This design comes from an exercise in tuning for a short achievable clock period and few clock cycles on the open sky130 flow, not from production work.
Only simulation tests tie the RTL to the original design; equivalence was not proved.
Power and IR drop assume default switching activity.

## design.v

```verilog
`timescale 1ns / 1ps
module Risc_16_bit(
 input clk,
 input rst,
 output [15:0] imem_addr,
 input  [15:0] imem_data,
 output        dmem_we,
 output [2:0]  dmem_addr,
 output [15:0] dmem_wdata
);
 integer i;
 reg [7:0]  pc;
 reg [15:0] rf  [0:7];
 reg [15:0] rf_sh [0:7];       
 reg [15:0] mem [0:7];
 reg [15:0] e_a, e_b;          
 reg [15:0] e_asl, e_asr;      
 reg [15:0] e_bw;              
 reg [15:0] e_sh;              
 reg [15:0] e_nb;              
 reg        e_ci;              
 reg [2:0]  e_al;              
 reg [2:0]  e_tw [0:7];        
 reg [2:0]  e_dst;             
 reg        e_we;              
 reg        e_add, e_sub, e_not, e_sll, e_srl, e_and, e_or, e_slt, e_lw;
 reg        e_sw, e_beq, e_bne, e_pred;
 reg        e_early;           
 reg [2:0]  e_pa;
 reg        r_pend;
 reg [2:0]  r_addr;
 reg [15:0] r_data;
 reg [2:0]  e_imm;             
 reg [7:0]  e_pc1, e_tgt;      
 reg [15:0] w_res;
 reg [2:0]  w_dst;
 reg        w_we;
 assign imem_addr = {7'd0, pc, 1'b0};
 wire [15:0] ins = imem_data;
 wire [3:0]  op  = ins[15:12];
 wire [2:0]  rs  = ins[11:9];
 wire [2:0]  rt  = ins[8:6];
 wire f_j   = (op == 4'b1101);
 wire f_beq = (op == 4'b1011);
 wire f_bne = (op == 4'b1100);
 wire f_lw  = (op == 4'b0000);
 wire f_sw  = (op == 4'b0001);
 wire f_rtype = !(f_j | f_beq | f_bne | f_lw | f_sw);
 wire f_same = (rs == rt);
 wire f_pred = (f_bne & ~f_same) | (f_beq & (f_same | ins[5]));
 wire f_sll = (op == 4'b0101);
 wire f_srl = (op == 4'b0110);
 wire f_sub = (op == 4'b0011);
 wire f_slt = (op == 4'b1001);
 wire [7:0] pc1   = pc + 8'd1;
 reg [3:0] lo_k [0:7];         
 reg [4:0] h0_k [0:7];         
 reg [4:0] h1_k [0:7];         
 integer q;
 always @(*)
  for (q = 0; q < 8; q = q + 1) begin
   lo_k[q] = {1'b0, pc1[2:0]} + q[3:0];
   h0_k[q] = pc1[7:3] + {{2{q[2]}}, q[2:0]};
   h1_k[q] = pc1[7:3] + {{2{q[2]}}, q[2:0]} + 5'd1;
  end
 wire [3:0] t_lo = lo_k[ins[2:0]];
 wire [4:0] t_h0 = h0_k[ins[5:3]];
 wire [4:0] t_h1 = h1_k[ins[5:3]];
 wire [7:0] f_tgt = {t_lo[3] ? t_h1 : t_h0, t_lo[2:0]};
 wire eq = (e_a == e_b);
 wire e_taken = (e_beq & eq) | (e_bne & ~eq);
 wire e_mis = (e_beq | e_bne) & (e_taken != e_pred);
 wire [7:0] e_alt = e_pred ? e_pc1 : e_tgt;    
 wire [15:0] res;
 wire fe_a = e_we & (e_dst == rs);
 wire fe_b = e_we & (e_dst == rt);
 wire fw_a = w_we & (w_dst == rs);
 wire fw_b = w_we & (w_dst == rt);
 wire [15:0] o_a = fw_a ? w_res : rf[rs];    
 wire [15:0] f_a = fe_a ? res : o_a;
 wire [15:0] f_b = fe_b ? res : fw_b ? w_res : rf[rt];
 reg  [15:0] w_sh;
 always @(*)
  for (i = 0; i < 16; i = i + 1)
   w_sh[i] = ~|w_res[15:4] & (w_res[3:0] == i);
 wire [15:0] o_sh = fw_b ? w_sh : rf_sh[rt];
 wire f_hold = (f_sll | f_srl) & fe_b;
 wire s_hold = ~e_mis & f_hold;
 wire s_j    = ~e_mis & ~f_hold & f_j;
 wire s_tgt  = ~e_mis & ~f_hold & ~f_j & f_pred;
 wire s_seq  = ~e_mis & ~f_hold & ~f_j & ~f_pred;
 wire [7:0] pc_next = ({8{e_mis}} & e_alt) | ({8{s_hold}} & pc) |
                      ({8{s_j}} & ins[7:0]) | ({8{s_tgt}} & f_tgt) |
                      ({8{s_seq}} & pc1);
 wire [2:0]  ma = e_al + e_imm;
 reg  [7:0]  msel;
 always @(*)
  for (i = 0; i < 8; i = i + 1)
   msel[i] = (e_al == e_tw[i]);
 always @(posedge clk) begin
  if (rst) begin
   pc <= 8'd0;
   e_we <= 1'b0;
   {e_add, e_sub, e_not, e_sll, e_srl, e_and, e_or, e_slt, e_lw} <= 9'd0;
   {e_sw, e_beq, e_bne} <= 3'd0;
   w_we <= 1'b0;
  end else begin
   pc <= pc_next;
   w_we <= e_we;
   if (e_mis | f_hold) begin
    e_we <= 1'b0;
    {e_sw, e_beq, e_bne} <= 3'd0;
   end else begin
    e_we  <= f_lw | f_rtype;
    e_sw  <= f_sw;
    e_beq <= f_beq;
    e_bne <= f_bne;
   end
   e_add <= (op == 4'b0010) | (op == 4'b1010) | (op == 4'b1110) | (op == 4'b1111);
   e_sub <= f_sub;
   e_not <= (op == 4'b0100);
   e_sll <= f_sll;
   e_srl <= f_srl;
   e_and <= (op == 4'b0111);
   e_or  <= (op == 4'b1000);
   e_slt <= f_slt;
   e_lw  <= f_lw;
  end
 end
 always @(posedge clk) begin
  e_early <= ~fe_a;
  e_pa <= o_a[2:0] + ins[2:0];
  r_addr <= ma;
  r_data <= e_bw;
  e_a <= f_a;
  e_b <= f_b;
  e_asl <= f_sll ? f_a : 16'd0;
  e_asr <= f_srl ? f_a : 16'd0;
  e_bw <= f_sw ? f_b : 16'd0;
  e_sh <= (f_sll | f_srl) ? o_sh : 16'd0;
  e_nb <= (f_sub | f_slt) ? ~f_b : 16'd0;
  e_ci <= f_sub | f_slt;
  e_al <= (f_lw | f_sw) ? f_a[2:0] : 3'd0;
  for (i = 0; i < 8; i = i + 1)
   e_tw[i] <= i[2:0] - ins[2:0];
  e_imm <= ins[2:0];
  e_pc1 <= pc1;
  e_tgt <= f_tgt;
  e_pred <= f_pred;
  e_dst <= f_lw ? rt : ins[5:3];
  w_res <= res;
  w_dst <= e_dst;
 end
 assign dmem_we    = r_pend | (e_sw & e_early);
 assign dmem_addr  = r_pend ? r_addr : e_pa;
 assign dmem_wdata = r_pend ? r_data : e_bw;
 wire [15:0] a = e_a;
 wire [15:0] b = e_b;
 wire [15:0] sum, dif;
 wire        sco, dco;
 ks_add #(16) add_u (.x(a), .y(b),  .ci(1'b0), .s(sum), .co(sco));
 ks_add #(16) sub_u (.x(a), .y(e_nb), .ci(e_ci), .s(dif), .co(dco));
 wire        lt   = ~dco;             
 wire [15:0] sh1  = e_sh;
 wire        sll_ok = e_sll;
 wire        srl_ok = e_srl;
 wire [15:0] shl, shr, ld;
 genvar gj, gk;
 generate
  for (gj = 0; gj < 16; gj = gj + 1) begin : shb
   wire [15:0] tl, tr;
   for (gk = 0; gk < 16; gk = gk + 1) begin : t
    if (gk <= gj) begin : l
     assign tl[gk] = sh1[gk] & e_asl[gj-gk];
    end else begin : lz
     assign tl[gk] = 1'b0;
    end
    if (gj + gk < 16) begin : r
     assign tr[gk] = sh1[gk] & e_asr[gj+gk];
    end else begin : rz
     assign tr[gk] = 1'b0;
    end
   end
   assign shl[gj] = |tl;
   assign shr[gj] = |tr;
  end
  for (gj = 0; gj < 16; gj = gj + 1) begin : ldb
   wire [7:0] tm;
   for (gk = 0; gk < 8; gk = gk + 1) begin : t
    assign tm[gk] = msel[gk] & mem[gk][gj];
   end
   assign ld[gj] = |tm;
  end
  for (gj = 0; gj < 16; gj = gj + 1) begin : rb
   wire [8:0] tr;
   assign tr[0] = e_add & sum[gj];
   assign tr[1] = e_sub & dif[gj];
   assign tr[2] = e_not & ~a[gj];
   assign tr[3] = sll_ok & shl[gj];
   assign tr[4] = srl_ok & shr[gj];
   assign tr[5] = e_and & a[gj] & b[gj];
   assign tr[6] = e_or & (a[gj] | b[gj]);
   assign tr[7] = (gj == 0) ? (e_slt & lt) : 1'b0;
   assign tr[8] = e_lw & ld[gj];
   assign res[gj] = |tr;
  end
 endgenerate
 always @(posedge clk) begin
  if (rst) begin
   for (i = 0; i < 8; i = i + 1) begin
    rf[i]  <= 16'd0;
    rf_sh[i] <= 16'd1;
    mem[i] <= 16'd0;
   end
   r_pend <= 1'b0;
  end else begin
   r_pend <= e_sw & ~(e_early & ~r_pend);
   if (w_we) begin
    rf[w_dst] <= w_res;
    rf_sh[w_dst] <= w_sh;
   end
   for (i = 0; i < 8; i = i + 1)
    if (e_sw & msel[i]) mem[i] <= e_bw;
  end
 end
endmodule
`timescale 1ns / 1ps
module ks_add #(parameter W = 16) (
 input  [W-1:0] x,
 input  [W-1:0] y,
 input          ci,
 output [W-1:0] s,
 output         co
);
 localparam N = W + 1;
 localparam L = (N <= 2) ? 1 : (N <= 4) ? 2 : (N <= 8) ? 3 : (N <= 16) ? 4 : (N <= 32) ? 5 : 6;
 wire [N-1:0] g [0:L];
 wire [N-1:0] p [0:L];
 assign g[0] = {x & y, ci};
 assign p[0] = {x ^ y, 1'b0};
 genvar l, i;
 generate
  for (l = 0; l < L; l = l + 1) begin : lv
   for (i = 0; i < N; i = i + 1) begin : bt
    if (i >= (1 << l)) begin : m
     assign g[l+1][i] = g[l][i] | (p[l][i] & g[l][i-(1<<l)]);
     assign p[l+1][i] = p[l][i] & p[l][i-(1<<l)];
    end else begin : c
     assign g[l+1][i] = g[l][i];
     assign p[l+1][i] = p[l][i];
    end
   end
  end
 endgenerate
 assign s  = p[0][N-1:1] ^ g[L][N-2:0];
 assign co = g[L][N-1];
endmodule
```

## flow/run.sh

```bash
#!/bin/bash
# The standard layout, with one synthesis change: no full/half adder cells
# (ADDER_MAP_FILE empty), so that ABC maps the adders as plain logic.
set -euo pipefail
bash standard.sh ADDER_MAP_FILE= finish > standard.log 2>&1
```

## standard.sh

```bash
#!/bin/bash
# synth_recipe.tcl (not shown) runs the flow's synth.tcl, then flattens the netlist and writes it again
# the make line also repeats each setting of config.mk as NAME=value (left out here)
make -C /OpenROAD-flow-scripts/flow DESIGN_CONFIG=/design/flow/config.mk WORK_HOME=/design/flow/orfs CLKGATE_MAP_FILE= SYNTH_SCRIPT=/design/flow/synth_recipe.tcl "${@:-finish}"
```

## config.mk

```make
export PLATFORM = sky130hd
export DESIGN_NAME = Risc_16_bit
export DESIGN_NICKNAME = Risc_16_bit
export VERILOG_FILES = /design/flow/design.v
export SDC_FILE = /design/flow/constraint.sdc
export NUM_CORES = 4
export LEC_CHECK = 0
export ABC_CLOCK_PERIOD_IN_PS = 2000
export CAP_MARGIN = 20
export CORE_MARGIN = 2
export CORE_UTILIZATION = 40
export SETUP_SLACK_MARGIN = 4.0
export SLEW_MARGIN = 20
```

## constraint.sdc

```tcl
create_clock -name core_clock -period 6.4 [get_ports {clk}]
set_input_delay 1.2800 -clock core_clock [delete_from_list [all_inputs] [get_ports {clk}]]
set_output_delay 1.2800 -clock core_clock [all_outputs]
set_load 0.01 [all_outputs]
```

==> results of run 1 <==
cell type report:
class                      instances  area, um^2
antenna                            2        5.00
sequential                       599       14700
clock buffer                      85        1800
timing repair inverter             1        16.3
fill                            6227       35200
inverter                          62         277
tap                              969        1210
clock inverter                    34         489
timing repair buffer             340        4020
multi-input combinational       2058       16800
worst max-delay path by stage:
stage | from | endpoint | cells past startpoint
final | r_pend | dmem_wdata[13] | 4
after global routing | r_pend | dmem_wdata[13] | 4
after CTS | r_pend | dmem_wdata[9] | 4
after detailed placement | imem_data[14] | pc[6] | 9
after global placement | imem_data[14] | pc[6] | 9
after floorplan | imem_data[4] | pc[7] | 9
what timing repair did:
item,in CTS,in global routing
cloned,31,4
gates resized for setup,689,162
hold buffers,0,0
endpoints found under the setup margin,799,340
setup buffers,164,74
pin swaps,131,86
state kept, by name, summed over array words and instances (netlist names), 3 cells and up:
| register | flops |
|---|---|
| e_a | 16 |
| e_al | 3 |
| e_asl | 16 |
| e_asr | 16 |
| e_b | 16 |
| e_bw | 16 |
| e_dst | 3 |
| e_nb | 16 |
| e_pa | 3 |
| e_pc1 | 8 |
| e_sh | 16 |
| e_tgt | 8 |
| e_tw | 13 |
| mem | 128 |
| pc | 8 |
| r_addr | 3 |
| r_data | 16 |
| rf | 128 |
| rf_sh | 128 |
| w_dst | 3 |
| w_res | 16 |
logic make-up after synthesis:
kind of cell / synth area share [%]
other: 0.0124
buffers and inverters: 4.99
and+or+nand+nor: 16.3
DFF: 48.2
AOI/OAI and AO/OA: 16.0
adders and majority gates: 0.444
muxes: 10.4
xor gates and xnor gates: 3.54
worst max-delay path: cells and delay by family (launching register included):
kind,cells,cell delay [ns]
flip-flops,1,0.44
buffers and inverters,3,0.38
multiplexers,1,0.31
stage by stage:
stage	area (um^2)	setup WS, ns	cells	util [%]	total power, W
detailed placement	31400	1.73	3756	42.0	0.00560
finish	39400	3.35	4150	52.8	0.0103
floorplan	31200	3.52	3021	-	0.00525
CTS	38000	3.35	4070	50.9	0.0100
global route	39400	3.32	4150	52.8	0.0106
global placement	31400	1.84	3756	42.0	0.00558
cell usage after synthesis, drive strengths merged (27+ instances only):
| master | number | area [um^2] |
|---|---|---|
| edfxtp | 256 | 7690 |
| mux2 | 39 | 439 |
| dfxtp | 343 | 6870 |
| clkbuf | 241 | 905 |
| nand2 | 269 | 1010 |
| a221oi | 46 | 415 |
| a22o | 27 | 236 |
| buf | 73 | 368 |
| and2 | 48 | 300 |
| mux4 | 96 | 2160 |
| and3 | 109 | 682 |
| a21oi | 208 | 1040 |
| xnor2 | 81 | 754 |
| o21ai | 53 | 269 |
| nand3 | 184 | 921 |
| nor3 | 30 | 150 |
| o211ai | 31 | 233 |
| xor2 | 35 | 314 |
| mux2i | 55 | 551 |
| inv | 58 | 218 |
| nor2 | 264 | 991 |
| a22oi | 133 | 1010 |
where the power goes:
part           internal (W)  switching [W]  leakage (nW)
clock               0.00235        0.00169          1.11
combinational      0.000836        0.00102          7.60
sequential          0.00415       0.000251          5.45
layer usage:
layer / track usage (%) / routed length, um / vias up
met1: 36.3 / 43300 / 13100
met4: 14.1 / 6310 / 2
met2: 43.9 / 51400 / 1705
met5: 0 / 10 / -
met3: 5.28 / 11100 / 381
li1: - / - / 11400
==> flow_summary_export.csv, run 1 <==
group,metric,value,unit
status,outcome,"finished clean",
clocking,clk_pin_slew_worst_paths,0.06,ns
synthesis,syn_area_per_cell,10.0,um^2
hold_path,holdCritPathClass,"register to register",
sta,finalCritPeriodShare,47.7,%
route,wl,112000,um
floorplan,die_area,77600,um^2
synthesis,syn_inst,3014,
power_and_ir_drop,ir_drop,206,uV
layout,layout_commonest_cell,"dfxtp_1",
placed_design,port_buffers,45,
synthesis,ys_ff_latch,599,
layout,drive_above_1_share,32.0,%
power_and_ir_drop,power_density,262,nW/um^2
route,drtIter0Drc,3686,
route,drc,0,
sta,slew_viol_final,0,
floorplan,start_util,40.5,%
layout,fin_nets,3147,
placed_design,globalplace.congestion,0.961,
floorplan,rows,100,
layout,syn_to_final_growth,30.5,%
synthesis,ys.flop_type,"dfxtp_1",
sta,setup_viol,0,
clocking,cts-root-buf,"clkbuf_16",
sta,fin_setup_tns,0,ns
synthesis,synth-edff-count,256,
global_route,grt_overflow,0,
sta,worst_pin_slew,1.01,ns
sta,fmax,328,MHz
floorplan,die_x,279,um
clocking,clk_latency,0.65,ns
synthesis,synthesis.area,30200,um^2
global_route,grt_pass1_wl,164000,um
route,dr_total_vias,26600,
synthesis,yosysWarningCount,7,
placed_design,dp_hpwl,59600,um
floorplan,core,74600,um^2
global_route,antenna_found_initial,3,
setup_path,crit_path_end_kind,"primary output",
global_route,first_global_vias,25600,
global_route,grt_start_max_net_pins,72,
clocking,clk_path_buf_depth,3,
route,postRouteAntennaNets,0,
synthesis,async_reset_ff_share,0,%
layout,mostFrequentLayoutCells,"dfxtp_1, edfxtp_1, nor2_1",
setup_path,max_stage_delay,0.44,ns
setup_path,worstPathCellList,"buf_12, buf_16, mux2_4, buf_6",
setup_path,slowest_stage,"dfxtp_4",
route,firstDrtPassIters,8,
hold_path,hold_depth,0,
setup_path,rr_startpoint,"e_al[2]",
setup_path,cp_max_fo,5,
sta,grt_setup_unrepaired,"true",
clocking,cts_sinks,599,
hold_path,holdCritStartpoint,"e_dst[1]",
route,wire_per_inst,27.0,um
setup_path,start_kind,"register",
sta,fin_worst_skew,0.0568,ns
clocking,cts_buffers,67,
global_route,grt_usage,27.7,%
sta,relSlewSlack,32.4,%
sta,finalHoldViolations,0,
sta,hold_slack,0.391,ns
synthesis,synth_cell_types,90,
clocking,cts_tree,"yes",
setup_path,r2r-end,"e_nb[5]",
clocking,cts.htree.levels,3,
setup_path,critPathKind,"register to primary output",
power_and_ir_drop,leakagePower,14.2,nW
floorplan,die_h,279,um
sta,fin_crit,3.05,ns
setup_path,cp.arrival,1.77,ns
setup_path,r2r_setup_slack,3.46,ns
hold_path,worstHoldEndpoint,"w_dst[1]",
setup_path,cp.required,5.12,ns
job,drv_cap,0,
route,via_per_inst,6.42,
floorplan,io_pins,54,
synthesis,ys_seq_area_share,48.2,%
setup_path,rr_worst_depth,11,
Testbench counts, summed over its fixed seeds: cycles 24,993.
==> inputs of run 2 (changes only) <==
--- a/design.v
+++ b/design.v
@@ -13,3 +13,2 @@
  reg [15:0] rf  [0:7];
- reg [15:0] rf_sh [0:7];       
  reg [15:0] mem [0:7];
@@ -18,3 +17,3 @@
  reg [15:0] e_bw;              
- reg [15:0] e_sh;              
+ reg [15:0] e_bs;              
  reg [15:0] e_nb;              
@@ -73,2 +72,7 @@
  wire [7:0] e_alt = e_pred ? e_pc1 : e_tgt;    
+ wire s_j   = ~e_mis & f_j;
+ wire s_tgt = ~e_mis & ~f_j & f_pred;
+ wire s_seq = ~e_mis & ~f_j & ~f_pred;
+ wire [7:0] pc_next = ({8{e_mis}} & e_alt) | ({8{s_j}} & ins[7:0]) |
+                      ({8{s_tgt}} & f_tgt) | ({8{s_seq}} & pc1);
  wire [15:0] res;
@@ -81,15 +85,2 @@
  wire [15:0] f_b = fe_b ? res : fw_b ? w_res : rf[rt];
- reg  [15:0] w_sh;
- always @(*)
-  for (i = 0; i < 16; i = i + 1)
-   w_sh[i] = ~|w_res[15:4] & (w_res[3:0] == i);
- wire [15:0] o_sh = fw_b ? w_sh : rf_sh[rt];
- wire f_hold = (f_sll | f_srl) & fe_b;
- wire s_hold = ~e_mis & f_hold;
- wire s_j    = ~e_mis & ~f_hold & f_j;
- wire s_tgt  = ~e_mis & ~f_hold & ~f_j & f_pred;
- wire s_seq  = ~e_mis & ~f_hold & ~f_j & ~f_pred;
- wire [7:0] pc_next = ({8{e_mis}} & e_alt) | ({8{s_hold}} & pc) |
-                      ({8{s_j}} & ins[7:0]) | ({8{s_tgt}} & f_tgt) |
-                      ({8{s_seq}} & pc1);
  wire [2:0]  ma = e_al + e_imm;
@@ -109,3 +100,3 @@
    w_we <= e_we;
-   if (e_mis | f_hold) begin
+   if (e_mis) begin
     e_we <= 1'b0;
@@ -139,3 +130,3 @@
   e_bw <= f_sw ? f_b : 16'd0;
-  e_sh <= (f_sll | f_srl) ? o_sh : 16'd0;
+  e_bs <= (f_sll | f_srl) ? f_b : 16'd0;
   e_nb <= (f_sub | f_slt) ? ~f_b : 16'd0;
@@ -163,5 +154,6 @@
  wire        lt   = ~dco;             
- wire [15:0] sh1  = e_sh;
- wire        sll_ok = e_sll;
- wire        srl_ok = e_srl;
+ wire        big  = |e_bs[15:4];
+ wire [15:0] sh1  = 16'd1 << e_bs[3:0];
+ wire        sll_ok = e_sll & ~big;
+ wire        srl_ok = e_srl & ~big;
  wire [15:0] shl, shr, ld;
@@ -211,3 +203,2 @@
     rf[i]  <= 16'd0;
-    rf_sh[i] <= 16'd1;
     mem[i] <= 16'd0;
@@ -217,6 +208,3 @@
    r_pend <= e_sw & ~(e_early & ~r_pend);
-   if (w_we) begin
-    rf[w_dst] <= w_res;
-    rf_sh[w_dst] <= w_sh;
-   end
+   if (w_we) rf[w_dst] <= w_res;
    for (i = 0; i < 8; i = i + 1)
==> flow_summary_export.csv, run 2 <==
group,metric,value,unit
synthesis,synth_most_common_cell,"dfxtp_1",
floorplan,die_x,253,um
setup_path,r2r-end,"e_a[6]",
sta,fin_crit,3.00,ns
power_and_ir_drop,leakagePower,12.3,nW
synthesis,ys.flop_type,"dfxtp_1",
placed_design,dp_hpwl,54900,um
synthesis,synthTopCellsByArea,"dfxtp_1, edfxtp_1, mux4_2",
layout,mostFrequentLayoutCells,"dfxtp_1, nand2_1, buf_4",
synthesis,yosysTopAreaCellShare,27.6,%
layout,layout_commonest_cell,"dfxtp_1",
setup_path,crit_start,"e_bs[1]",
status,outcome,"finished clean",
sta,slew_viol_final,0,
placed_design,placedCellCount,3381,
setup_path,critPathKind,"register to register",
clocking,clk_latency,0.62,ns
sta,setup_viol,0,
route,drc,0,
global_route,antenna_found_initial,1,
placed_design,post-place-ws,2.14,ns
global_route,grt_start_max_net_pins,114,
global_route,first_global_vias,21900,
global_route,grt_pass1_wl,139000,um
layout,drive_above_1_share,34.7,%
clocking,cts_buffers,49,
layout,n_antenna_cell,0,
sta,worst_pin_slew,0.998,ns
setup_path,start_kind,"register",
route,postRouteAntennaNets,0,
synthesis,yosys.area_share.simple,17.5,%
route,drtIter0Drc,3028,
synthesis,async_reset_ff_share,0,%
setup_path,cp.required,6.89,ns
setup_path,rr_worst_depth,10,
placed_design,port_buffers,45,
layout,syn_to_final_growth,36.6,%
layout,fin_nets,2911,
clocking,clk_pin_slew_worst_paths,0.06,ns
synthesis,syn_area_per_cell,9.24,um^2
synthesis,yosys.area.top_type,"dfxtp_1",
hold_path,holdCritPathClass,"register to register",
synthesis,synthAdderAreaFrac,0.367,%
synthesis,syn_inst,2695,
sta,finalWorstSetupSlack,3.40,ns
sta,relSlewSlack,33.4,%
sta,grt_setup_unrepaired,"true",
setup_path,cp.arrival,3.49,ns
power_and_ir_drop,power_density,240,nW/um^2
setup_path,rr_startpoint,"e_bs[1]",
route,wl,94800,um
setup_path,crit_end,"e_a[6]",
synthesis,synth_top_family_by_area,"compound AO/OA/AOI/OAI gates",
sta,fin_worst_skew,0.0420,ns
synthesis,synth-edff-count,128,
job,drv_cap,0,
floorplan,die_area,64300,um^2
global_route,grt_overflow,0,
layout,n_fill_cell,5154,
synthesis,yosysWarningCount,7,
floorplan,io_pins,54,
synthesis,ys_seq_area_share,43.0,%
synthesis,synth-xor-area-share,4.22,%
layout,final_area,34000,um^2
clocking,cts-root-buf,"clkbuf_16",
route,dr_total_vias,23300,
clocking,cts.htree.levels,2,
global_route,grt_usage,28.5,%
synthesis,ys_ff_latch,471,
floorplan,die_h,253,um
layout,largestRegisters,"mem x128, rf x128",
floorplan,start_util,40.4,%
setup_path,cp_max_fo,10,
power_and_ir_drop,ir_drop,212,uV
synthesis,synth_common_cells,"dfxtp_1, nand2_1, a21oi_1",
synthesis,muxShareOfSynthArea,10.5,%
floorplan,core,61600,um^2
floorplan,rows,91,
setup_path,r2r_setup_slack,3.40,ns
route,via_per_inst,6.18,
setup_path,crit_path_end_kind,"register",
synthesis,synthesis.area,24900,um^2
layout,instances_no_fill,3766,
sta,finalHoldViolations,0,
clocking,clk_path_buf_depth,3,
route,firstDrtPassIters,6,
synthesis,synth_cell_types,89,
sta,finalCritPeriodShare,46.9,%
clocking,cts_tree,"yes",
placed_design,placed_area,26000,um^2
clocking,cts_sinks,471,
power_and_ir_drop,p_total,0.00815,W
placed_design,globalplace.congestion,0.970,
clocking,ctsHoldBuffers,0,
synthesis,synth-compound-area-share,19.1,%
route,wire_per_inst,25.2,um
sta,fmax,333,MHz
sta,fin_setup_tns,0,ns
[run 2: worst min-delay path by stage]
stage                   from        end  depth (start not counted)  slack (ns)
finish              e_dst[0]   w_dst[0]                          0        0.43
detailed placement  e_dst[0]   w_dst[0]                          0        0.42
floorplan            e_bw[0]  r_data[0]                          0        0.33
global placement    e_dst[0]   w_dst[0]                          0        0.41
global route        e_dst[0]   w_dst[0]                          0        0.43
CTS                 e_dst[2]   w_dst[2]                          0        0.43
[run 2: timing repair]
action,in CTS,in global routing
resized for setup,694,226
endpoints found under the setup margin,381,310
cloned,23,3
buffers inserted,189,83
pin swaps,119,132
[run 2: area by class of cell]
cell class	instances	area, um^2	area share (%)
Clock buffer	73	1470	4.33
Clock inverter	14	233	0.684
Inverter	78	365	1.07
Multi-Input combinational cell	1909	15400	45.2
Sequential cell	471	10900	32.0
Tap cell	837	1050	3.08
Timing Repair Buffer	384	4630	13.6
[run 2: cells by family after synthesis]
family / Yosys count
simple gates: 904
compound gates: 697
flops: 471
buf+inv: 322
mux: 171
xor+xnor: 120
fa+ha+maj: 9
other cells: 1
[run 2: critical path: stages, from the launching register on]
cell	delay (ns)
dfxtp_4	0.38
buf_12	0.14
bufbuf_16	0.27
and3_4	0.16
a21oi_1	0.10
o21bai_1	0.14
a222oi_1	0.69
o211ai_1	0.23
a221o_2	0.44
a21oi_4	0.28
inv_1	0.06
[run 2: report_power, final]
part / internal, W / switching, W
Combinational: 0.000810 / 0.000896
Clock: 0.00174 / 0.00128
Sequential: 0.00320 / 0.000224
[run 2: routing by layer]
metal	wire length, um	global-route usage, %	vias to the layer above
met3	9030	3.54	268
met5	0	0	-
met1	37100	38.8	11400
met4	4920	12.3	0
met2	43800	45.4	1376
li1	-	-	10300
[run 2: metrics by stage]
stage / hold WS, ns / utilization [%]
after floorplan: 0.329 / -
after global placement: 0.414 / 42.3
after detailed placement: 0.416 / 42.3
after CTS: 0.430 / 52.4
after global routing: 0.433 / 55.2
final: 0.429 / 55.2
Testbench counts of run 2, summed over its fixed seeds: cycles 24,801.
==> inputs of run 3 (changes only) <==
--- a/config.mk
+++ b/config.mk
@@ -11,3 +11,3 @@
 export CORE_UTILIZATION = 40
-export SETUP_SLACK_MARGIN = 4.0
+export SETUP_SLACK_MARGIN = 3.7
 export SLEW_MARGIN = 20
==> flow_summary_export.csv, run 3 <==
group,metric,value,unit
floorplan,die_h,253,um
synthesis,synth_most_common_cell,"dfxtp_1",
synthesis,yosysWarningCount,7,
sta,fin_crit,2.94,ns
synthesis,ys.flop_type,"dfxtp_1",
layout,largestRegisters,"mem x128, rf x128",
synthesis,syn_inst,2695,
synthesis,yosys.area.top_type,"dfxtp_1",
route,via_per_inst,6.14,
synthesis,yosysTopAreaCellShare,27.6,%
setup_path,critPathKind,"register to primary output",
sta,slew_viol_final,0,
route,wl,89300,um
layout,syn_to_final_growth,24.2,%
clocking,clk_pin_slew_worst_paths,0.06,ns
layout,layout_commonest_cell,"dfxtp_1",
layout,drive_above_1_share,25.8,%
sta,fin_setup_tns,0,ns
synthesis,synth-edff-count,128,
route,drtIter0Drc,2827,
synthesis,synth_common_cells,"dfxtp_1, nand2_1, a21oi_1",
setup_path,cp.arrival,1.66,ns
sta,fmax,340,MHz
floorplan,rows,91,
placed_design,port_buffers,45,
synthesis,syn_area_per_cell,9.24,um^2
synthesis,synthesis.area,24900,um^2
sta,setup_viol,0,
sta,finalCritPeriodShare,46.0,%
synthesis,synthTopCellsByArea,"dfxtp_1, edfxtp_1, mux4_2",
sta,finalHoldViolations,0,
route,drc,0,
placed_design,globalplace.congestion,0.957,
sta,worst_pin_slew,1.01,ns
job,drv_cap,0,
setup_path,start_kind,"register",
clocking,clk_latency,0.62,ns
clocking,cts_tree,"yes",
floorplan,die_x,253,um
setup_path,crit_path_end_kind,"primary output",
layout,mostFrequentLayoutCells,"dfxtp_1, nand2_1, a21oi_1",
clocking,ctsHoldBuffers,0,
hold_path,holdCritPathClass,"register to register",
global_route,grt_usage,26.6,%
route,wire_per_inst,24.7,um
placed_design,dp_hpwl,55500,um
sta,relSlewSlack,32.8,%
power_and_ir_drop,leakagePower,10.9,nW
clocking,cts-root-buf,"clkbuf_16",
floorplan,core,61600,um^2
clocking,cts_buffers,49,
global_route,grt_start_max_net_pins,93,
layout,fin_nets,2751,
route,postRouteAntennaNets,0,
floorplan,start_util,40.4,%
synthesis,ys_ff_latch,471,
power_and_ir_drop,power_density,250,nW/um^2
global_route,grt_pass1_wl,131000,um
setup_path,cp_max_fo,6,
synthesis,async_reset_ff_share,0,%
synthesis,ys_seq_area_share,43.0,%
setup_path,cp.required,5.12,ns
route,firstDrtPassIters,6,
clocking,clk_path_buf_depth,3,
route,dr_total_vias,22200,
global_route,grt_overflow,0,
floorplan,die_area,64300,um^2
power_and_ir_drop,ir_drop,199,uV
global_route,first_global_vias,20900,
sta,grt_setup_unrepaired,"true",
sta,fin_worst_skew,0.0416,ns
global_route,antenna_found_initial,1,
synthesis,synth_cell_types,89,
status,outcome,"finished clean",
layout,n_antenna_cell,0,
floorplan,io_pins,54,
power_and_ir_drop,p_total,0.00773,W
clocking,cts_sinks,471,
clocking,cts.htree.levels,2,
run 3: cell counts after synthesis:
Identical to the previous run, type by type.
run 3: critical path: stages (launching register included):
cell and delay (ns):
dfxtp_4 0.45, buf_12 0.15, mux2_4 0.33, buf_6 0.13
run 3: where the power goes:
| group | total, W | internal, W | switching (W) |
|---|---|---|---|
| sequential | 0.00344 | 0.00320 | 0.000238 |
| combinational | 0.00134 | 0.000574 | 0.000769 |
| clock | 0.00295 | 0.00171 | 0.00124 |
run 3: path summary, 6_finish.rpt:
kind	startpoint	endpoint	slack, ns	cells after the start
worst max-delay path	r_pend	dmem_wdata[13]	3.46	3
worst min-delay path	e_dst[0]	w_dst[0]	0.41	0
worst max register to register	e_bs[2]	e_asr[6]	3.49	10
worst min register to register	e_dst[0]	w_dst[0]	0.41	0
run 3: layer usage:
layer | wire length (um) | track usage (%) | vias up | part of all wire (%)
met2 | 41000 | 42.1 | 1160 | 46
li1 | - | - | 9906 | -
met3 | 7870 | 4.32 | 243 | 8.8
met5 | 11 | 0 | - | 0.012
met4 | 4200 | 11.2 | 2 | 4.7
met1 | 36200 | 36.0 | 10900 | 41
run 3: per-stage QoR:
stage / hold WS (ns) / worst slack, ns / instances / utilization, % / area, um^2
after CTS: 0.402 / 3.47 / 3562 / 48.1 / 29600
final: 0.411 / 3.46 / 3611 / 50.2 / 30900
after global routing: 0.412 / 3.44 / 3611 / 50.2 / 30900
after floorplan: 0.329 / 3.37 / 2702 / - / 25300
after global placement: 0.387 / 2.01 / 3381 / 42.0 / 25900
after detailed placement: 0.394 / 1.99 / 3381 / 42.0 / 25900
run 3: cell families (layout without fill, tap and decap cells):
| family | count (synthesis) | in the layout | share of synthesized area, % |
|---|---|---|---|
| fa+ha+maj | 9 | 9 | 0.367 |
| flops | 471 | 471 | 43.0 |
| xor+xnor | 120 | 120 | 4.22 |
| other cells | 1 | 8 | 0.0151 |
| buf+inv | 322 | 393 | 5.23 |
| compound gates | 697 | 697 | 19.1 |
| simple gates | 904 | 905 | 17.5 |
| mux | 171 | 171 | 10.5 |
run 3: cell type report:
type	count	area (um^2)
flip-flops and latches	471	10800
clock buffers	78	1550
repair buffers	223	2490
multi-input cells	1910	14500
well taps	837	1050
fillers	5467	30700
inverters	78	339
clock inverters	14	154
run 3: timing repair:
action | in CTS | in global routing
cloned | 6 | 6
buffers inserted | 83 | 43
endpoints found under the setup margin | 565 | 177
pin swaps | 48 | 61
endpoints found under the hold margin | 0 | 0
gates resized for setup | 439 | 182
==> inputs of run 4 (changes only) <==
--- a/design.v
+++ b/design.v
@@ -15,4 +15,3 @@
  reg [15:0] e_a, e_b;          
- reg [15:0] e_asl, e_asr;      
- reg [15:0] e_bw;              
+ reg [15:0] e_as;              
  reg [15:0] e_bs;              
@@ -32,3 +31,3 @@
  reg [2:0]  e_imm;             
- reg [7:0]  e_pc1, e_tgt;      
+ reg [7:0]  e_alt;             
  reg [15:0] w_res;
@@ -71,3 +70,2 @@
  wire e_mis = (e_beq | e_bne) & (e_taken != e_pred);
- wire [7:0] e_alt = e_pred ? e_pc1 : e_tgt;    
  wire s_j   = ~e_mis & f_j;
@@ -83,4 +81,7 @@
  wire [15:0] o_a = fw_a ? w_res : rf[rs];    
- wire [15:0] f_a = fe_a ? res : o_a;
- wire [15:0] f_b = fe_b ? res : fw_b ? w_res : rf[rt];
+ wire [15:0] o_b = fw_b ? w_res : rf[rt];
+ wire f_sh  = f_sll | f_srl;
+ wire f_mem = f_lw | f_sw;
+ wire [15:0] n_a, n_b, n_as, n_bs, n_nb;
+ wire [2:0]  n_al;
  wire [2:0]  ma = e_al + e_imm;
@@ -102,2 +103,3 @@
     e_we <= 1'b0;
+    {e_add, e_sub, e_not, e_sll, e_srl, e_and, e_or, e_slt, e_lw} <= 9'd0;
     {e_sw, e_beq, e_bne} <= 3'd0;
@@ -105,2 +107,11 @@
     e_we  <= f_lw | f_rtype;
+    e_add <= (op == 4'b0010) | (op == 4'b1010) | (op == 4'b1110) | (op == 4'b1111);
+    e_sub <= f_sub;
+    e_not <= (op == 4'b0100);
+    e_sll <= f_sll;
+    e_srl <= f_srl;
+    e_and <= (op == 4'b0111);
+    e_or  <= (op == 4'b1000);
+    e_slt <= f_slt;
+    e_lw  <= f_lw;
     e_sw  <= f_sw;
@@ -109,11 +120,2 @@
    end
-   e_add <= (op == 4'b0010) | (op == 4'b1010) | (op == 4'b1110) | (op == 4'b1111);
-   e_sub <= f_sub;
-   e_not <= (op == 4'b0100);
-   e_sll <= f_sll;
-   e_srl <= f_srl;
-   e_and <= (op == 4'b0111);
-   e_or  <= (op == 4'b1000);
-   e_slt <= f_slt;
-   e_lw  <= f_lw;
   end
@@ -124,12 +126,10 @@
   r_addr <= ma;
-  r_data <= e_bw;
-  e_a <= f_a;
-  e_b <= f_b;
-  e_asl <= f_sll ? f_a : 16'd0;
-  e_asr <= f_srl ? f_a : 16'd0;
-  e_bw <= f_sw ? f_b : 16'd0;
-  e_bs <= (f_sll | f_srl) ? f_b : 16'd0;
-  e_nb <= (f_sub | f_slt) ? ~f_b : 16'd0;
+  r_data <= e_b;
+  e_a <= n_a;
+  e_b <= n_b;
+  e_as <= n_as;
+  e_bs <= n_bs;
+  e_nb <= n_nb;
   e_ci <= f_sub | f_slt;
-  e_al <= (f_lw | f_sw) ? f_a[2:0] : 3'd0;
+  e_al <= n_al;
   for (i = 0; i < 8; i = i + 1)
@@ -137,4 +137,3 @@
   e_imm <= ins[2:0];
-  e_pc1 <= pc1;
-  e_tgt <= f_tgt;
+  e_alt <= f_pred ? pc1 : f_tgt;
   e_pred <= f_pred;
@@ -146,3 +145,3 @@
  assign dmem_addr  = r_pend ? r_addr : e_pa;
- assign dmem_wdata = r_pend ? r_data : e_bw;
+ assign dmem_wdata = r_pend ? r_data : e_b;
  wire [15:0] a = e_a;
@@ -158,2 +157,13 @@
  wire        srl_ok = e_srl & ~big;
+ wire [8:0] usel = {e_lw, e_slt, e_or, e_and, srl_ok, sll_ok, e_not, e_sub, e_add};
+ wire [8:0] s_a  = usel & {9{fe_a}};
+ wire [8:0] s_b  = usel & {9{fe_b}};
+ wire [8:0] s_as = usel & {9{fe_a & f_sh}};
+ wire [8:0] s_bs = usel & {9{fe_b & f_sh}};
+ wire [8:0] s_al = usel & {9{fe_a & f_mem}};
+ wire nf_a  = ~fe_a;
+ wire nf_b  = ~fe_b;
+ wire nf_as = ~fe_a & f_sh;
+ wire nf_bs = ~fe_b & f_sh;
+ wire nf_al = ~fe_a & f_mem;
  wire [15:0] shl, shr, ld;
@@ -165,3 +175,3 @@
     if (gk <= gj) begin : l
-     assign tl[gk] = sh1[gk] & e_asl[gj-gk];
+     assign tl[gk] = sh1[gk] & e_as[gj-gk];
     end else begin : lz
@@ -170,3 +180,3 @@
     if (gj + gk < 16) begin : r
-     assign tr[gk] = sh1[gk] & e_asr[gj+gk];
+     assign tr[gk] = sh1[gk] & e_as[gj+gk];
     end else begin : rz
@@ -186,13 +196,23 @@
   for (gj = 0; gj < 16; gj = gj + 1) begin : rb
-   wire [8:0] tr;
-   assign tr[0] = e_add & sum[gj];
-   assign tr[1] = e_sub & dif[gj];
-   assign tr[2] = e_not & ~a[gj];
-   assign tr[3] = sll_ok & shl[gj];
-   assign tr[4] = srl_ok & shr[gj];
-   assign tr[5] = e_and & a[gj] & b[gj];
-   assign tr[6] = e_or & (a[gj] | b[gj]);
-   assign tr[7] = (gj == 0) ? (e_slt & lt) : 1'b0;
-   assign tr[8] = e_lw & ld[gj];
-   assign res[gj] = |tr;
+   wire [8:0] u;
+   assign u[0] = sum[gj];
+   assign u[1] = dif[gj];
+   assign u[2] = ~a[gj];
+   assign u[3] = shl[gj];
+   assign u[4] = shr[gj];
+   assign u[5] = a[gj] & b[gj];
+   assign u[6] = a[gj] | b[gj];
+   assign u[7] = (gj == 0) ? lt : 1'b0;
+   assign u[8] = ld[gj];
+   assign res[gj] = |(u & usel);
+   fwd_sel fa  (.u(u), .s(s_a),  .n(nf_a),  .o(o_a[gj]), .y(n_a[gj]));
+   fwd_sel fb  (.u(u), .s(s_b),  .n(nf_b),  .o(o_b[gj]), .y(n_b[gj]));
+   fwd_sel fas (.u(u), .s(s_as), .n(nf_as), .o(o_a[gj]), .y(n_as[gj]));
+   fwd_sel fbs (.u(u), .s(s_bs), .n(nf_bs), .o(o_b[gj]), .y(n_bs[gj]));
+   wire nb_n;
+   fwd_sel fnb (.u(u), .s(s_b),  .n(nf_b),  .o(o_b[gj]), .y(nb_n));
+   assign n_nb[gj] = ~nb_n;
+   if (gj < 3) begin : al
+    fwd_sel fal (.u(u), .s(s_al), .n(nf_al), .o(o_a[gj]), .y(n_al[gj]));
+   end
   end
@@ -210,5 +230,15 @@
    for (i = 0; i < 8; i = i + 1)
-    if (e_sw & msel[i]) mem[i] <= e_bw;
+    if (e_sw & msel[i]) mem[i] <= e_b;
   end
  end
+endmodule
+`timescale 1ns / 1ps
+module fwd_sel(
+ input  [8:0] u,
+ input  [8:0] s,
+ input        n,
+ input        o,
+ output       y
+);
+ assign y = |{u & s, n & o};
 endmodule
--- a/config.mk
+++ b/config.mk
@@ -11,3 +11,3 @@
 export CORE_UTILIZATION = 40
-export SETUP_SLACK_MARGIN = 3.7
+export SETUP_SLACK_MARGIN = 4.0
 export SLEW_MARGIN = 20
==> flow_summary_export.csv, run 4 <==
group,metric,value,unit
sta,fin_crit,2.97,ns
sta,fmax,336,MHz
synthesis,synthTopCellsByArea,"dfxtp_1, edfxtp_1, mux4_2",
synthesis,async_reset_ff_share,0,%
synthesis,yosysTopAreaCellShare,25.3,%
global_route,grt_start_max_net_pins,83,
setup_path,slowest_stage,"dfxtp_4",
global_route,grt_pass1_wl,131000,um
synthesis,synth_cell_types,89,
placed_design,dp_hpwl,53100,um
route,via_per_inst,6.11,
setup_path,cp.arrival,1.69,ns
global_route,grt_usage,27.4,%
layout,final_area,32000,um^2
sta,finalCritPeriodShare,46.5,%
power_and_ir_drop,power_density,251,nW/um^2
floorplan,io_pins,54,
layout,drive_above_1_share,33.0,%
power_and_ir_drop,leakagePower,11.9,nW
placed_design,port_buffers,45,
sta,finalHoldViolations,0,
clocking,cts_buffers,47,
route,drtIter0Drc,2373,
setup_path,cpMostUsedCell,"buf_12",
placed_design,placed_area,24900,um^2
setup_path,start_kind,"register",
setup_path,rr_startpoint,"e_al[0]",
hold_path,holdCritStartpoint,"e_b[10]",
layout,fin_nets,2817,
status,outcome,"finished clean",
route,firstDrtPassIters,6,
global_route,grt_overflow,0,
floorplan,die_area,61900,um^2
clocking,clk_latency,0.62,ns
synthesis,yosys.area.top_type,"dfxtp_1",
clocking,clk_path_buf_depth,3,
route,wl_met2,42400,um
sta,fin_worst_skew,0.0523,ns
sta,grt_setup_unrepaired,"true",
global_route,antenna_found_initial,0,
synthesis,synth-edff-count,128,
clocking,cts_tree,"yes",
hold_path,holdCritPathClass,"register to register",
route,wl,89900,um
clocking,ctsHoldBuffers,0,
setup_path,max_stage_delay,0.40,ns
route,postRouteAntennaNets,0,
global_route,first_global_vias,21000,
setup_path,cp.required,5.12,ns
route,drc,0,
synthesis,syn_area_per_cell,9.12,um^2
sta,setup_viol,0,
layout,mostFrequentLayoutCells,"dfxtp_1, nor2_1, a21oi_1, nand2_1, buf_4",
synthesis,syn_inst,2629,
layout,largestRegisters,"mem x128, rf x128",
route,dr_total_vias,22000,
synthesis,synth_most_common_cell,"dfxtp_1",
route,wire_per_inst,24.9,um
setup_path,worstPathCellList,"buf_12, buf_12, mux2_4, buf_6",
route,wl_met1,35300,um
setup_path,critPathKind,"register to primary output",
synthesis,synthesis.area,24000,um^2
layout,layout_commonest_cell,"dfxtp_1",
clocking,cts.htree.levels,2,
clocking,clk_pin_slew_worst_paths,0.06,ns
sta,worst_pin_slew,0.885,ns
setup_path,crit_path_end_kind,"primary output",
layout,syn_to_final_growth,33.7,%
floorplan,rows,89,
sta,fin_setup_tns,0,ns
route,top_layer_used,"met4",
synthesis,ys_seq_area_share,41.3,%
floorplan,start_util,40.5,%
setup_path,cp_max_fo,6,
setup_path,crit_start,"r_pend",
sta,relSlewSlack,40.9,%
setup_path,critical_path.top_delay_family,"flip-flops",
route,dr_wl_met3,7540,um
power_and_ir_drop,ir_drop,255,uV
placed_design,globalplace.congestion,0.977,
clocking,cts-root-buf,"clkbuf_16",
synthesis,ys.flop_type,"dfxtp_1",
floorplan,die_h,249,um
synthesis,yosysWarningCount,7,
floorplan,die_x,249,um
job,drv_cap,0,
synthesis,synth_common_cells,"dfxtp_1, nor2_1, a21oi_1",
sta,slew_viol_final,0,
synthesis,ys_ff_latch,431,
clocking,cts_sinks,431,
setup_path,crit_buf_inv,3,
floorplan,core,59100,um^2
## run 4: changes by cell type in the layout (fill, tap and decap cells not counted), moves of 16 or more
| cell | change |
|---|---|
| buf_6 | +42 |
| nor2_1 | +67 |
| clkbuf_8 | -16 |
| dfxtp_1 | -40 |
| nand2_1 | -53 |
| nand3_1 | -45 |
| buf_4 | +55 |
| a22oi_2 | +16 |
| inv_1 | -27 |
## run 4: final cells by class
cell class / instances / area [um^2]
clock inverter: 19 / 289
fill: 4996 / 27100
timing repair inverter: 3 / 25.0
inverter: 57 / 278
antenna: 1 / 2.50
timing repair buffer: 350 / 4080
tap: 773 / 967
multi-input combinational: 1909 / 14900
sequential: 431 / 10100
clock buffer: 68 / 1430
## run 4: cell families (layout without fill, tap and decap cells)
kind of cell	after synthesis	in the layout	synth area share (%)
simple gates	922	922	18.9
other cells	1	9	0.0156
xor+xnor	117	117	4.37
fa+ha+maj	10	10	0.423
flops	431	431	41.3
mux	178	178	11.2
compound gates	674	674	18.6
buf+inv	296	497	5.14
## run 4: per-layer routing
metal / track usage, % / vias to the layer above
li1: - / 9883
met1: 35.0 / 10700
met2: 45.0 / 1172
met3: 4.61 / 268
met4: 13.2 / 0
met5: 0 / -
## run 4: timing repair
item / 4_1_cts / 5_1_grt
setup endpoints to repair: 433 / 217
pin swaps: 133 / 99
gates cloned: 16 / 7
resized for setup: 640 / 221
setup buffers: 162 / 88
hold endpoints to repair: 0 / 0
## run 4: per-stage QoR
step | utilization (%) | total power, W | cells | setup WS [ns] | hold slack, ns
3_5_place_dp | 42.2 | 0.00452 | 3250 | 2.25 | 0.414
4_1_cts | 51.1 | 0.00784 | 3515 | 3.38 | 0.430
2_1_floorplan | - | 0.00412 | 2636 | 3.41 | 0.329
5_1_grt | 54.2 | 0.00832 | 3610 | 3.38 | 0.435
3_3_place_gp | 42.2 | 0.00450 | 3250 | 2.31 | 0.399
6_report | 54.2 | 0.00806 | 3611 | 3.43 | 0.432
## run 4: worst paths after layout
check,endpoint,slack (ns),depth (start not counted)
max,dmem_wdata[8],3.43,4
min,r_data[10],0.43,0
max reg2reg,e_as[13],3.56,12
min reg2reg,r_data[10],0.43,0
## run 4: power breakdown
group	internal (W)	total [W]	switching, W
clock network	0.00177	0.00298	0.00121
registers	0.00298	0.00325	0.000277
logic	0.000852	0.00182	0.000971
total	0.00560	0.00806	0.00246
Testbench counts of run 4, summed over its fixed seeds: cycles 24,801.

==> re-timing with driven ports <==
The flow's constraints put no driver on any port. The routed layouts listed below were extracted and timed again, unchanged, in two steps.
Step 1 assumes that a clkbuf_16 drives the clock port and a buf_2 every other input.
Step 2 moves the port delays by t, midway between the first and last clock arrival at a register: inputs arrive t later, outputs are due t later. That takes back most of the time a late clock gives input paths.
a / b / c = ideal ports / drivers / drivers and shift; a / b = the first two.
run | shift t [ns] | setup WS [ns] | hold WS [ns] | latest minus earliest clock arrival (ns) | slew at the worst register clock pin (ns)
run 1 | 0.682 | 3.347 / 3.285 / 3.038 | 0.391 / 0.391 / 0.391 | 0.058 / 0.058 | 0.06 / 0.06
run 2 | 0.663 | 3.400 / 3.360 / 3.142 | 0.429 / 0.429 / 0.429 | 0.043 / 0.043 | 0.08 / 0.08
run 3 | 0.661 | 3.455 / 3.395 / 3.090 | 0.411 / 0.411 / 0.411 | 0.043 / 0.042 | 0.07 / 0.07
run 4 | 0.661 | 3.426 / 3.365 / 3.217 | 0.432 / 0.432 / 0.432 | 0.054 / 0.053 | 0.07 / 0.07
After both steps setup and hold are still met in every run listed. The setup slack of run 3, which loses most, moves by -0.060 ns with the drivers and by -0.365 ns with both steps.
